From an optimization exercise on the open Yosys and OpenROAD flow, aimed at small area; shortcuts taken in it are not production practice.
Only simulation tests tie the RTL to the original design; equivalence was not proved.
The clock input has no modelled driver; a real chip could not lean on it and would need a root buffer or a full tree.

P:
==> flow/design.v <==
module uart_rx
  #(parameter CLKS_PER_BIT = 104)
  (
   input             i_Clock,
   input             i_Rst,
   input             i_Rx_Serial,
   output reg [15:0] o_Rx_Byte,
   output reg        square_wave,
   output reg        pin1,
   output reg        pin2
   );
  reg       r_Rx_Data;
  reg [3:0] r_Phase;
  reg [6:0] r_Count;         
  reg [7:0] r_Byte;
  reg       r_Hi_Done;       
  reg [23:0] counter;
  reg [15:0] steps;          
  reg [20:0] store;
  reg [20:0] quot;
  reg [15:0] rem;
  wire idle    = (r_Phase == 4'd0);
  wire start   = (r_Phase == 4'd1);
  wire data    = (r_Phase >= 4'd2) && (r_Phase <= 4'd9);
  wire slot8   = (r_Phase == 4'd10);
  wire stopb   = (r_Phase == 4'd11);
  wire cleanup = (r_Phase == 4'd12);
  wire c_zero = (r_Count == 7'd0);
  wire c_top  = r_Count[6] & r_Count[5] & r_Count[2] & r_Count[1] & r_Count[0];
  wire adv_start = start & c_zero;
  wire adv_bit   = (data | slot8 | stopb) & c_zero;
  wire upd       = stopb & c_top;        
  always @(posedge i_Clock) begin
    if (i_Rst) begin
      r_Rx_Data <= 1'b1;
      r_Phase   <= 4'd0;
      r_Hi_Done <= 1'b0;
    end else begin
      r_Rx_Data <= i_Rx_Serial;
      if (idle) begin
        if (!r_Rx_Data) r_Phase <= 4'd1;
      end else if (adv_start) begin
        r_Phase <= r_Rx_Data ? 4'd0 : 4'd2;
      end else if (adv_bit | cleanup) begin
        r_Phase <= cleanup ? 4'd0 : r_Phase + 4'd1;
      end
      if (slot8 & c_zero) r_Hi_Done <= ~r_Hi_Done;
    end
  end
  always @(posedge i_Clock)
    r_Count <= idle ? 7'd51 : c_zero ? 7'd103 : r_Count - 7'd1;
  always @(posedge i_Clock)
    if (data & c_zero) r_Byte <= {r_Rx_Data, r_Byte[7:1]};
  always @(posedge i_Clock) begin
    if (i_Rst)
      o_Rx_Byte <= 16'd0;
    else if (upd) begin
      if (r_Hi_Done) o_Rx_Byte[15:8] <= r_Byte;
      else           o_Rx_Byte[7:0]  <= r_Byte;
    end
  end
  localparam [31:0] DIVIDEND = 32'd1800000;
  wire [15:0] divisor = r_Hi_Done ? {o_Rx_Byte[15:8], r_Byte} : {r_Byte, o_Rx_Byte[7:0]};
  wire        nbit    = ~r_Count[6] & ~r_Count[5] & DIVIDEND[r_Count[4:0]];
  wire [16:0] trial   = {rem, nbit};
  wire [17:0] borrow;
  wire [16:0] diff;
  assign borrow[0] = 1'b0;
  genvar gi;
  generate
    for (gi = 0; gi < 17; gi = gi + 1) begin : g_sub
      wire dv = (gi < 16) ? divisor[gi] : 1'b0;
      assign diff[gi]     = trial[gi] ^ dv ^ borrow[gi];
      assign borrow[gi+1] = (~trial[gi] & dv) | (~trial[gi] & borrow[gi]) | (dv & borrow[gi]);
    end
  endgenerate
  wire        qbit    = ~borrow[17];
  always @(posedge i_Clock) begin
    rem  <= slot8 ? (qbit ? diff[15:0] : trial[15:0]) : 16'd0;
    quot <= {quot[19:0], qbit};
    if (upd) store <= quot;
  end
  localparam [15:0] STEPS_SEED = 16'hFFFF;
  localparam [15:0] STEPS_STOP = 16'h9097;   
  wire rpm_zero = (o_Rx_Byte == 16'd0);
  wire [21:0] cb;
  assign cb[0] = 1'b0;
  generate
    for (gi = 0; gi < 21; gi = gi + 1) begin : g_cmp
      assign cb[gi+1] = (~counter[gi] & store[gi]) | (~(counter[gi] ^ store[gi]) & cb[gi]);
    end
  endgenerate
  wire ge = rpm_zero ? (&counter)
                     : ((|counter[23:21]) | ~cb[21]);
  wire stop = (steps == STEPS_STOP);
  wire ev   = ge & ~stop;
  wire hi7  = (upd & r_Hi_Done) ? r_Byte[7] : o_Rx_Byte[15];
  always @(posedge i_Clock) begin
    if (i_Rst) begin
      counter     <= 24'd0;
      steps       <= STEPS_SEED;
      square_wave <= 1'b1;
      pin1        <= 1'b0;
      pin2        <= 1'b0;
    end else begin
      counter <= ev ? 24'd0 : counter + 24'd1;
      if (ev) begin
        square_wave <= ~square_wave;
        pin1        <= hi7;
        pin2        <= ~hi7;
        if (square_wave)
          steps <= {steps[14:0], steps[15] ^ steps[14] ^ steps[12] ^ steps[3]};
      end
    end
  end
endmodule
==> flow/config.mk <==
export PLATFORM = sky130hd
export DESIGN_NAME = uart_rx
export DESIGN_NICKNAME = uart_rx
export VERILOG_FILES = /design/flow/design.v
export SDC_FILE = /design/flow/constraint.sdc
export NUM_CORES = 4
export LEC_CHECK = 0
export CAP_MARGIN = 20
export CORE_MARGIN = 2
export CORE_UTILIZATION = 40
export SLEW_MARGIN = 20
==> flow/constraint.sdc <==
create_clock -name core_clock -period 100.0 [get_ports {i_Clock}]
set_input_delay 20.0000 -clock core_clock [delete_from_list [all_inputs] [get_ports {i_Clock}]]
set_output_delay 20.0000 -clock core_clock [all_outputs]
set_load 0.01 [all_outputs]
standard.sh (not shown) runs the stock make flow with config.mk's settings and CLKGATE_MAP_FILE= SYNTH_SCRIPT=/design/flow/synth_recipe.tcl, a recipe that flattens the netlist after the stock synthesis.
==> flow/flow/run.sh <==
#!/bin/bash
# The standard layout (standard.sh) with three changes:
#  - synthesis maps the logic with an area-oriented ABC script
#    (flow/abc_area.script) and without ORFS's adder cell extraction; the
#    rest of synthesis (register mapping, flattening, renaming) is the standard flow's
#    standard synthesis, unchanged;
#  - the clock tree is built by hand: one root buffer and a few leaf buffers
#    (flow/cts_hook.tcl);
#  - the port buffers are the smallest buffer cell.
# Each tool's output stays in ORFS's logs under orfs/logs; make's output is in
# flow_make.log.
set -euo pipefail
here=$(pwd)

# synthesis: ORFS's synth.tcl with the abc call pointed at our script
sed -e 's#^  log_cmd abc {\*}\$abc_args$#  set abc_args [lreplace $abc_args 1 1 '"$here"'/flow/abc_area.script]\n  log_cmd abc {*}$abc_args#' \
  "$FLOW_HOME/scripts/synth.tcl" > "$here/synth_custom.tcl"
grep -q "abc_area.script" "$here/synth_custom.tcl"
sed -e 's#^source \$::env(SCRIPTS_DIR)/synth.tcl$#source '"$here"'/synth_custom.tcl#' \
  "$here/synth_recipe.tcl" > "$here/synth_recipe_custom.tcl"
grep -q "synth_custom.tcl" "$here/synth_recipe_custom.tcl"
sed -e 's#SYNTH_SCRIPT=[^ ]*#SYNTH_SCRIPT='"$here"'/synth_recipe_custom.tcl ADDER_MAP_FILE=#' \
  "$here/standard.sh" > "$here/standard_custom.sh"
grep -q "synth_recipe_custom.tcl ADDER_MAP_FILE=" "$here/standard_custom.sh"

export PRE_CTS_TCL=$here/flow/cts_hook.tcl
export MCTS_NBUF=8
export MCTS_BCELL=sky130_fd_sc_hd__clkbuf_8
export MCTS_RCELL=sky130_fd_sc_hd__clkbuf_16
export BUFFER_PORTS_ARGS="-buffer_cell sky130_fd_sc_hd__buf_1"
bash "$here/standard_custom.sh" > "$here/flow_make.log" 2>&1
Other scripts of this flow, unchanged in this note and not shown: flow/flow/abc_area.script, flow/flow/cts_hook.tcl
The inputs of Q differ from those of P as listed below.
-- flow/design.v --
<<< P, line 17
  reg [23:0] counter;
  reg [15:0] steps;          
  reg [20:0] store;
  reg [20:0] quot;
  reg [15:0] rem;
  wire idle    = (r_Phase == 4'd0);
>>> Q, line 17
  reg [23:0] counter;
  reg [15:0] steps;          
  reg [15:0] store;          
  reg [15:0] quot;
  reg [15:0] rem;
  wire idle    = (r_Phase == 4'd0);
<<< P, line 78
  always @(posedge i_Clock) begin
    rem  <= slot8 ? (qbit ? diff[15:0] : trial[15:0]) : 16'd0;
    quot <= {quot[19:0], qbit};
    if (upd) store <= quot;
  end
>>> Q, line 78
  always @(posedge i_Clock) begin
    rem  <= slot8 ? (qbit ? diff[15:0] : trial[15:0]) : 16'd0;
    quot <= {quot[14:0], qbit};
    if (upd) store <= quot;
  end
<<< P, line 84
  localparam [15:0] STEPS_STOP = 16'h9097;   
  wire rpm_zero = (o_Rx_Byte == 16'd0);
  wire [21:0] cb;
  assign cb[0] = 1'b0;
  generate
    for (gi = 0; gi < 21; gi = gi + 1) begin : g_cmp
      assign cb[gi+1] = (~counter[gi] & store[gi]) | (~(counter[gi] ^ store[gi]) & cb[gi]);
    end
  endgenerate
>>> Q, line 84
  localparam [15:0] STEPS_STOP = 16'h9097;   
  wire rpm_zero = (o_Rx_Byte == 16'd0);
  wire [4:0] rl = o_Rx_Byte[4:0];
  wire rpm_small = (o_Rx_Byte[15:5] == 11'd0) && (rl != 5'd0) && (rl < 5'd28);
  wire [4:0] half_top =
      !rpm_small   ? 5'd0  :
      (rl == 5'd1) ? 5'd27 :
      (rl == 5'd2) ? 5'd13 :
      (rl == 5'd3) ? 5'd9  :
      (rl == 5'd4) ? 5'd6  :
      (rl == 5'd5) ? 5'd5  :
      (rl == 5'd6) ? 5'd4  :
      (rl <= 5'd9) ? 5'd3  :
      (rl <= 5'd13) ? 5'd2 : 5'd1;
  wire [20:0] half = {half_top, store};
  wire [21:0] cb;
  assign cb[0] = 1'b0;
  generate
    for (gi = 0; gi < 21; gi = gi + 1) begin : g_cmp
      assign cb[gi+1] = (~counter[gi] & half[gi]) | (~(counter[gi] ^ half[gi]) & cb[gi]);
    end
  endgenerate
Findings:
- Shortest clock period the worst path allows after layout in Q is 0.013 ns below P.
- On worst clock skew, P tracks Q almost exactly.
- counter[8]$_SDFF_PP0_ as the endpoint of the worst setup timing path was reported by Q, and counter[23]$_SDFF_PP0_ by P.
- Number of endpoints failing setup at the final stage came out exactly the same in Q and P.
- Delta (Q minus P): final design utilization climbed 0.73 points, adder-cell share of the synthesized area climbed 1.2 points.
In every run of this note, the design's own scripts or RTL, not TritonCTS, make the clock network.

-- what the ideal ports hide --
How much do the figures lean on ideal ports? The routed layouts below were timed once more, with nothing changed but the port constraints.
Step 1 (the two cells are an assumption about what drives the block):
set clk [get_ports {i_Clock}]
set_driving_cell -lib_cell sky130_fd_sc_hd__clkbuf_16 $clk
set_driving_cell -lib_cell sky130_fd_sc_hd__buf_2 [delete_from_list [all_inputs] $clk]
Step 2 times the ports against the registers' clock, not the clock port: input delays grow and output delays shrink by t, the midpoint of the rising clock arrivals with the driver on.
Slacks: ideal ports / drivers / drivers and shift; pairs: ideal ports / drivers.
run	shift t [ns]	setup WS [ns]	slew at the worst register clock pin (ns)
P	0.379	78.742 / 78.759 / 78.381	0.11 / 0.11
Q	0.383	78.755 / 78.771 / 78.389	0.11 / 0.11
After both steps every run listed still meets setup and hold. For Q, which loses most, drivers alone change the setup slack by +0.016 ns; drivers and shift together by -0.366 ns.
